This design comes from an exercise in tuning for a short achievable clock period and few clock cycles on the open sky130 flow, not from production work.
At most, simulation tests tie the RTL to the original design; equivalence was not proved.

==> inputs of v30 <==
==> flow/design.v (excerpt) <==
module mips(input  logic        clk, reset,
            output logic [31:0] pc,
            input  logic [31:0] instr,
            output logic        memwrite,
            output logic [31:0] aluout, writedata,
            input  logic [31:0] readdata);
Settings: LEC_CHECK=0, CAP_MARGIN=20, CORE_MARGIN=2, CORE_UTILIZATION=40, SETUP_SLACK_MARGIN=5, SLEW_MARGIN=20, SYNTH_HIERARCHICAL=1, SYNTH_MINIMUM_KEEP_SIZE=0; clock period 9.0 ns.
standard.sh (not shown) runs the stock make flow with config.mk's settings and CLKGATE_MAP_FILE= SYNTH_SCRIPT=/design/flow/synth_recipe.tcl, a recipe that flattens the netlist after the stock synthesis.
==> flow/flow/run.sh <==
#!/bin/bash
# Standard ORFS layout (the standard.sh) with these changes to how it is
# made (constraints unchanged):
#  - ports are buffered with buf_4 instead of the default delay buffer, and
#    the resizer may change a cell's footprint.
set -euo pipefail
bash standard.sh finish SETUP_SLACK_MARGIN=6.6 MATCH_CELL_FOOTPRINT=0 \
  "BUFFER_PORTS_ARGS=-buffer_cell sky130_fd_sc_hd__buf_4" CTS_CLUSTER_SIZE=20 CTS_CLUSTER_DIAMETER=60 > make_finish.log 2>&1
==> inputs of v16, as changes to v30 <==
--- a/flow/design.v
+++ b/flow/design.v
@@ -20,14 +20,15 @@
   logic [31:0] irD, pc4D;
   logic        validE;
   logic        regwE, memwE, loadE, brEqE, brGtE, jrE, predE;
   logic        selAdd, selAnd, selOr, selXor, selSlt, selSrl, subE;
   logic [1:0]  ldtE;
   logic [4:0]  destE, shamtE;
   logic [31:0] opAE, opBE, sdE, altE;
+  logic        fwdAE, fwdBE, fwdSE;
   logic        regwM, memwM;
   logic [1:0]  ldtM;      
   logic [4:0]  destM;
   logic [31:0] aluM, sdM;
   logic [31:0] rf [1:31];
   logic [31:0] resultM;
   always_comb
@@ -38,21 +39,22 @@
       default: resultM = aluM;
     endcase
   always_ff @(posedge clk)
     if (regwM) rf[destM] <= resultM;
   assign aluout    = aluM;
   assign writedata = sdM;
   assign memwrite  = memwM;
-  logic [31:0] a, b, sd, sum, alures;
+  logic [31:0] a, b, sd, binv, sum, alures;
   logic        taken, redirE;
   logic [31:0] tgtE;
-  assign a  = opAE;
-  assign b  = opBE;
-  assign sd = sdE;
-  ksadd #(32) u_alu_add(.a(a), .b(b), .cin(subE), .s(sum));
+  assign a  = fwdAE ? aluM : opAE;
+  assign b  = fwdBE ? aluM : opBE;
+  assign sd = fwdSE ? aluM : sdE;
+  assign binv = subE ? ~b : b;
+  ksadd #(32) u_alu_add(.a(a), .b(binv), .cin(subE), .s(sum));
   assign alures = ({32{selAdd}} & sum)
                 | ({32{selAnd}} & (a & b))
                 | ({32{selOr}}  & (a | b))
                 | ({32{selXor}} & (a ^ b))
                 | ({32{selSlt}} & {31'b0, sum[31]})
                 | ({32{selSrl}} & (b >> shamtE));
   logic [31:0] jrsum;
@@ -81,51 +83,44 @@
   assign isSW   = (opD == OP_SW);
   assign isBEQ  = (opD == OP_BEQ);
   assign isBGTZ = (opD == OP_BGTZ);
   assign isADDI = (opD == OP_ADDI);
   assign isANDI = (opD == OP_ANDI);
   assign isXORI = (opD == OP_XORI);
   assign useRt = isR | isBEQ | isBGTZ | isSW;
-  logic invD;
-  assign invD = isR & ((fnD == 6'b100010) | (fnD == 6'b101010));
   assign destD = isR ? rdD : rtD;
   assign regwD = ((isR & ~isJR) | isLoad | isADDI | isANDI | isXORI) & (destD != 5'd0);
   assign rsv = (rsD == 5'd0) ? 32'b0 : (regwM & (destM == rsD)) ? resultM : rf[rsD];
   assign rtv = (rtD == 5'd0) ? 32'b0 : (regwM & (destM == rtD)) ? resultM : rf[rtD];
   logic hitA, hitB;
-  logic matchA, matchB;
-  assign matchA = validE & regwE & (destE == rsD);
-  assign matchB = validE & regwE & (destE == rtD);
-  assign hitA   = matchA & ~loadE;
-  assign hitB   = matchB & ~loadE;
-  assign stall = validD & loadE & ((matchA & (opD != OP_J)) | (useRt & matchB));
+  assign hitA = validE & regwE & (destE == rsD);
+  assign hitB = validE & regwE & (destE == rtD);
+  assign stall = validD & validE & loadE & ((hitA & (opD != OP_J)) | (useRt & hitB));
   logic [31:0] brtgtD;
   ksadd #(30) u_brtgt(.a(pc4D[31:2]), .b(seD[29:0]), .cin(1'b0), .s(brtgtD[31:2]));
   assign brtgtD[1:0] = pc4D[1:0];
-  logic [31:0] pc4F, jtgtF, btgtF;
+  logic [31:0] pc4F, jtgtF, btgtF, seF;
   logic [5:0]  opF;
   logic        isJF, predF;
   assign opF   = instr[31:26];
   logic [29:0] pcinc;
   ksinc #(30) u_pcinc(.a(pcF[31:2]), .s(pcinc));
   assign pc4F = {pcinc, pcF[1:0]};
+  assign seF   = {{16{instr[15]}}, instr[15:0]};
   assign isJF  = (opF == OP_J);
-  logic shortF;
-  assign shortF = (instr[15:7] == 9'h000) | (instr[15:7] == 9'h1FF);
-  assign predF = shortF &
-                 (((opF == OP_BEQ)  & ((instr[25:21] == instr[20:16]) | instr[15])) |
-                  ((opF == OP_BGTZ) & ((instr[20:16] == 5'd0) | instr[15])));
+  assign predF = ((opF == OP_BEQ)  & ((instr[25:21] == instr[20:16]) | instr[15])) |
+                 ((opF == OP_BGTZ) & ((instr[20:16] == 5'd0) | instr[15]));
   assign jtgtF = {pc4F[31:28], instr[25:0], 2'b00};
-  logic [7:0]  btlo;
+  logic [15:0] btlo;
   logic        btc;
-  logic [21:0] bhi, bhim, bhip;
-  ksadd_co #(8) u_btlo(.a(pcF[9:2]), .b(instr[7:0]), .cin(1'b1), .s(btlo), .cout(btc));
-  ksinc #(22) u_bhip(.a(pcF[31:10]), .s(bhip));
-  ksdec #(22) u_bhim(.a(pcF[31:10]), .s(bhim));
-  assign bhi = (btc == instr[7]) ? pcF[31:10] : (btc ? bhip : bhim);
+  logic [13:0] bhi, bhim, bhip;
+  ksadd_co #(16) u_btlo(.a(pcF[17:2]), .b(instr[15:0]), .cin(1'b1), .s(btlo), .cout(btc));
+  ksinc #(14) u_bhip(.a(pcF[31:18]), .s(bhip));
+  ksdec #(14) u_bhim(.a(pcF[31:18]), .s(bhim));
+  assign bhi = (btc == instr[15]) ? pcF[31:18] : (btc ? bhip : bhim);
   assign btgtF = {bhi, btlo, pcF[1:0]};
   assign pc = pcF;
   always_ff @(posedge clk, posedge reset)
     if (reset)       pcF <= 32'b0;
     else if (redirE) pcF <= tgtE;
     else if (stall)  pcF <= pcF;
     else if (isJF)   pcF <= jtgtF;
@@ -153,25 +148,27 @@
     brEqE  <= isBEQ;
     brGtE  <= isBGTZ;
     jrE    <= isJR;
     predE  <= predD;
     ldtE   <= (opD == OP_LW) ? 2'd1 : (opD == OP_LH) ? 2'd2 : (opD == OP_LHU) ? 2'd3 : 2'd0;
     destE  <= destD;
     shamtE <= irD[10:6];
-    subE   <= invD;
+    subE   <= isBEQ | (isR & ((fnD == 6'b100010) | (fnD == 6'b101010)));
     selAdd <= isLoad | isSW | isADDI | (isR & ((fnD == 6'b100000) | (fnD == 6'b100010)));
     selAnd <= isANDI | (isR & (fnD == 6'b100100));
     selOr  <= isR & (fnD == 6'b100101);
     selXor <= isXORI;
     selSlt <= isR & (fnD == 6'b101010);
     selSrl <= isR & (fnD == 6'b000010);
-    opAE   <= hitA ? alures : rsv;
-    opBE   <= (isLoad | isSW | isADDI) ? seD : (isANDI | isXORI) ? zeD :
-              {32{invD}} ^ (hitB ? alures : rtv);
-    sdE    <= hitB ? alures : rtv;
+    opAE   <= rsv;
+    opBE   <= (isLoad | isSW | isADDI) ? seD : (isANDI | isXORI) ? zeD : rtv;
+    sdE    <= rtv;
+    fwdAE  <= hitA;
+    fwdBE  <= hitB & (isR | isBEQ | isBGTZ);
+    fwdSE  <= hitB;
     altE   <= predD ? pc4D : brtgtD;
   end
   always_ff @(posedge clk, posedge reset)
     if (reset) begin
       regwM <= 1'b0;
       memwM <= 1'b0;
     end else begin
==> flow/flow/run.sh (replaced) <==
#!/bin/bash
set -euo pipefail
bash standard.sh finish SETUP_SLACK_MARGIN=6.6 > make_finish.log 2>&1
SYNTH_HIERARCHICAL = unset   (was 1)
SYNTH_MINIMUM_KEEP_SIZE = unset   (was 0)
==> inputs of v1, as changes to v30 <==
==> flow/design.v (replaced) <==
module mips(input  logic        clk, reset,
            output logic [31:0] pc,
            input  logic [31:0] instr,
            output logic        memwrite,
            output logic [31:0] aluout, writedata,
            input  logic [31:0] readdata);
  localparam logic [5:0] OP_R    = 6'b000000;
  localparam logic [5:0] OP_J    = 6'b000010;
  localparam logic [5:0] OP_BEQ  = 6'b000100;
  localparam logic [5:0] OP_BGTZ = 6'b000111;
  localparam logic [5:0] OP_ADDI = 6'b001000;
  localparam logic [5:0] OP_ANDI = 6'b001100;
  localparam logic [5:0] OP_XORI = 6'b001110;
  localparam logic [5:0] OP_LH   = 6'b100001;
  localparam logic [5:0] OP_LW   = 6'b100011;
  localparam logic [5:0] OP_LHU  = 6'b100100;
  localparam logic [5:0] OP_SW   = 6'b101011;
  logic [31:0] pcF;
  logic        validD, predD;
  logic [31:0] irD, pc4D;
  logic        validE;
  logic        regwE, memwE, loadE, brEqE, brGtE, jrE, predE;
  logic        selAdd, selAnd, selOr, selXor, selSlt, selSrl, subE;
  logic [1:0]  ldtE;
  logic [4:0]  destE, shamtE;
  logic [31:0] opAE, opBE, sdE, altE;
  logic        fwdAE, fwdBE, fwdSE;
  logic        regwM, memwM;
  logic [1:0]  ldtM;      
  logic [4:0]  destM;
  logic [31:0] aluM, sdM;
  logic [31:0] rf [1:31];
  logic [31:0] resultM;
  always_comb
    case (ldtM)
      2'd1:    resultM = readdata;
      2'd2:    resultM = {{16{readdata[15]}}, readdata[15:0]};
      2'd3:    resultM = {24'b0, readdata[7:0]};
      default: resultM = aluM;
    endcase
  always_ff @(posedge clk)
    if (regwM) rf[destM] <= resultM;
  assign aluout    = aluM;
  assign writedata = sdM;
  assign memwrite  = memwM;
  logic [31:0] a, b, sd, binv, sum, alures;
  logic        taken, redirE;
  logic [31:0] tgtE;
  assign a  = fwdAE ? aluM : opAE;
  assign b  = fwdBE ? aluM : opBE;
  assign sd = fwdSE ? aluM : sdE;
  assign binv = subE ? ~b : b;
  assign sum  = a + binv + {31'b0, subE};
  assign alures = ({32{selAdd}} & sum)
                | ({32{selAnd}} & (a & b))
                | ({32{selOr}}  & (a | b))
                | ({32{selXor}} & (a ^ b))
                | ({32{selSlt}} & {31'b0, sum[31]})
                | ({32{selSrl}} & (b >> shamtE));
  assign taken  = (brEqE & (a == b)) | (brGtE & (a > b));
  assign redirE = validE & (jrE | ((brEqE | brGtE) & (taken != predE)));
  assign tgtE   = jrE ? (a + b) : altE;
  logic [5:0]  opD, fnD;
  logic [4:0]  rsD, rtD, rdD, destD;
  logic [31:0] seD, zeD, rsv, rtv;
  logic        isR, isJR, isLoad, isSW, isBEQ, isBGTZ, isADDI, isANDI, isXORI;
  logic        useRt, regwD, stall;
  assign opD = irD[31:26];
  assign fnD = irD[5:0];
  assign rsD = irD[25:21];
  assign rtD = irD[20:16];
  assign rdD = irD[15:11];
  assign seD = {{16{irD[15]}}, irD[15:0]};
  assign zeD = {16'b0, irD[15:0]};
  assign isR    = (opD == OP_R);
  assign isJR   = isR & (fnD == 6'b001000);
  assign isLoad = (opD == OP_LW) | (opD == OP_LH) | (opD == OP_LHU);
  assign isSW   = (opD == OP_SW);
  assign isBEQ  = (opD == OP_BEQ);
  assign isBGTZ = (opD == OP_BGTZ);
  assign isADDI = (opD == OP_ADDI);
  assign isANDI = (opD == OP_ANDI);
  assign isXORI = (opD == OP_XORI);
  assign useRt = isR | isBEQ | isBGTZ | isSW;
  assign destD = isR ? rdD : rtD;
  assign regwD = ((isR & ~isJR) | isLoad | isADDI | isANDI | isXORI) & (destD != 5'd0);
  assign rsv = (rsD == 5'd0) ? 32'b0 : (regwM & (destM == rsD)) ? resultM : rf[rsD];
  assign rtv = (rtD == 5'd0) ? 32'b0 : (regwM & (destM == rtD)) ? resultM : rf[rtD];
  logic hitA, hitB;
  assign hitA = validE & regwE & (destE == rsD);
  assign hitB = validE & regwE & (destE == rtD);
  assign stall = validD & validE & loadE & ((hitA & (opD != OP_J)) | (useRt & hitB));
  logic [31:0] brtgtD;
  assign brtgtD = pc4D + {seD[29:0], 2'b00};
  logic [31:0] pc4F, jtgtF, btgtF, seF;
  logic [5:0]  opF;
  logic        isJF, predF;
  assign opF   = instr[31:26];
  assign pc4F  = pcF + 32'd4;
  assign seF   = {{16{instr[15]}}, instr[15:0]};
  assign isJF  = (opF == OP_J);
  assign predF = ((opF == OP_BEQ)  & ((instr[25:21] == instr[20:16]) | instr[15])) |
                 ((opF == OP_BGTZ) & ((instr[20:16] == 5'd0) | instr[15]));
  assign jtgtF = {pc4F[31:28], instr[25:0], 2'b00};
  assign btgtF = pc4F + {seF[29:0], 2'b00};
  assign pc = pcF;
  always_ff @(posedge clk, posedge reset)
    if (reset)       pcF <= 32'b0;
    else if (redirE) pcF <= tgtE;
    else if (stall)  pcF <= pcF;
    else if (isJF)   pcF <= jtgtF;
    else if (predF)  pcF <= btgtF;
    else             pcF <= pc4F;
  always_ff @(posedge clk, posedge reset)
    if (reset)       validD <= 1'b0;
    else if (redirE) validD <= 1'b0;
    else if (!stall) validD <= 1'b1;
  always_ff @(posedge clk)
    if (!stall) begin
      irD   <= instr;
      pc4D  <= pc4F;
      predD <= predF;
    end
  logic killE;
  assign killE = redirE | stall | ~validD;
  always_ff @(posedge clk, posedge reset)
    if (reset) validE <= 1'b0;
    else       validE <= ~killE;
  always_ff @(posedge clk) begin
    regwE  <= regwD;
    memwE  <= isSW;
    loadE  <= isLoad;
    brEqE  <= isBEQ;
    brGtE  <= isBGTZ;
    jrE    <= isJR;
    predE  <= predD;
    ldtE   <= (opD == OP_LW) ? 2'd1 : (opD == OP_LH) ? 2'd2 : (opD == OP_LHU) ? 2'd3 : 2'd0;
    destE  <= destD;
    shamtE <= irD[10:6];
    subE   <= isBEQ | (isR & ((fnD == 6'b100010) | (fnD == 6'b101010)));
    selAdd <= isLoad | isSW | isADDI | (isR & ((fnD == 6'b100000) | (fnD == 6'b100010)));
    selAnd <= isANDI | (isR & (fnD == 6'b100100));
    selOr  <= isR & (fnD == 6'b100101);
    selXor <= isXORI;
    selSlt <= isR & (fnD == 6'b101010);
    selSrl <= isR & (fnD == 6'b000010);
    opAE   <= rsv;
    opBE   <= (isLoad | isSW | isADDI) ? seD : (isANDI | isXORI) ? zeD : rtv;
    sdE    <= rtv;
    fwdAE  <= hitA;
    fwdBE  <= hitB & (isR | isBEQ | isBGTZ);
    fwdSE  <= hitB;
    altE   <= predD ? pc4D : brtgtD;
  end
  always_ff @(posedge clk, posedge reset)
    if (reset) begin
      regwM <= 1'b0;
      memwM <= 1'b0;
    end else begin
      regwM <= validE & regwE;
      memwM <= validE & memwE;
    end
  always_ff @(posedge clk) begin
    ldtM  <= ldtE;
    destM <= destE;
    aluM  <= alures;
    sdM   <= sd;
  end
endmodule
==> flow/run.sh (new file) <==
#!/bin/bash
# synth_recipe.tcl (not shown) runs the flow's synth.tcl, then flattens the netlist and writes it again
# the make line also repeats each setting of config.mk as NAME=value (left out here)
make -C /OpenROAD-flow-scripts/flow DESIGN_CONFIG=/design/flow/config.mk WORK_HOME=/design/flow/orfs CLKGATE_MAP_FILE= SYNTH_SCRIPT=/design/flow/synth_recipe.tcl finish
SYNTH_HIERARCHICAL = unset   (was 1)
SYNTH_MINIMUM_KEEP_SIZE = unset   (was 0)
removed: flow/flow/run.sh
removed: flow/standard.sh
==> flow_metrics.py <==
metrics = {
    "power_and_ir_drop": {
        "power.density_mw_per_mm2": 220,
        "clock_power_w": 0.00583,
    },
    "status": {
        "status": "finished clean",
    },
    "final_layout": {
        "n_all_inverters": 130,
    },
    "setup_path": {
        "reg2reg_from": "fwdBE",
    },
    "sta": {
        "layout_setup_ws_ns": 4.89,
    },
    "global_route": {
        "grt_max_degree": 117,
    },
    "die": {
        "initial_core_util": 0.402,
    },
}
The numbers above come from v1.

==> flow_metrics.py <==
metrics = {
    "power_and_ir_drop": {
        "clock_power_w": 0.00537,
        "power.density_mw_per_mm2": 198,
    },
    "setup_path": {
        "reg2reg_from": "opBE[2]",
    },
    "final_layout": {
        "largest_class": "flip-flops and latches",
    },
    "sta": {
        "layout_setup_ws_ns": 5.38,
        "skew_ns": 0.0626,
    },
    "die": {
        "initial_core_util": 0.404,
    },
    "status": {
        "status": "finished clean",
    },
    "min_path": {
        "hp-class": "reg2reg",
    },
}
The numbers above come from v30.

==> flow_metrics.py <==
metrics = {
    "power_and_ir_drop": {
        "clock_power_w": 0.00573,
        "power.density_mw_per_mm2": 205,
    },
    "setup_path": {
        "reg2reg_from": "fwdBE",
    },
    "sta": {
        "layout_setup_ws_ns": 4.61,
    },
    "status": {
        "status": "finished clean",
    },
    "die": {
        "initial_core_util": 0.403,
    },
    "global_route": {
        "use_met2": 0.494,
    },
}
The numbers above come from v16.

Testbench counts of v1, summed over its fixed seeds: cycles 12,224.
Only the layout flow was run in v30 and v16; the RTL was not checked for function there.

## separate check: timing with driven ports
The flow's constraints put no driver on any port. The routed layouts listed below were extracted and timed again, unchanged, in two steps. Step 1, drivers: a clkbuf_16 drives clk and a buf_2 each remaining input, both assumed. Step 2 times the ports against the registers' clock, not the clock port: input delays grow and output delays shrink by t, the midpoint of the rising clock arrivals with the driver on. Three values: no drivers, after step 1, after step 2; two values: the first two.
run	t (ns)	setup WS [ns]	worst setup path at the end
v30	0.817	5.380 / 5.380 / 4.854	input to register
v16	0.891	4.614 / 4.614 / 3.913	input to register
v1	0.868	4.887 / 4.871 / 4.078	input to register
After both steps setup and hold are still met in every run listed. For v1, which loses most, drivers alone change the setup slack by -0.016 ns; drivers and shift together by -0.809 ns.
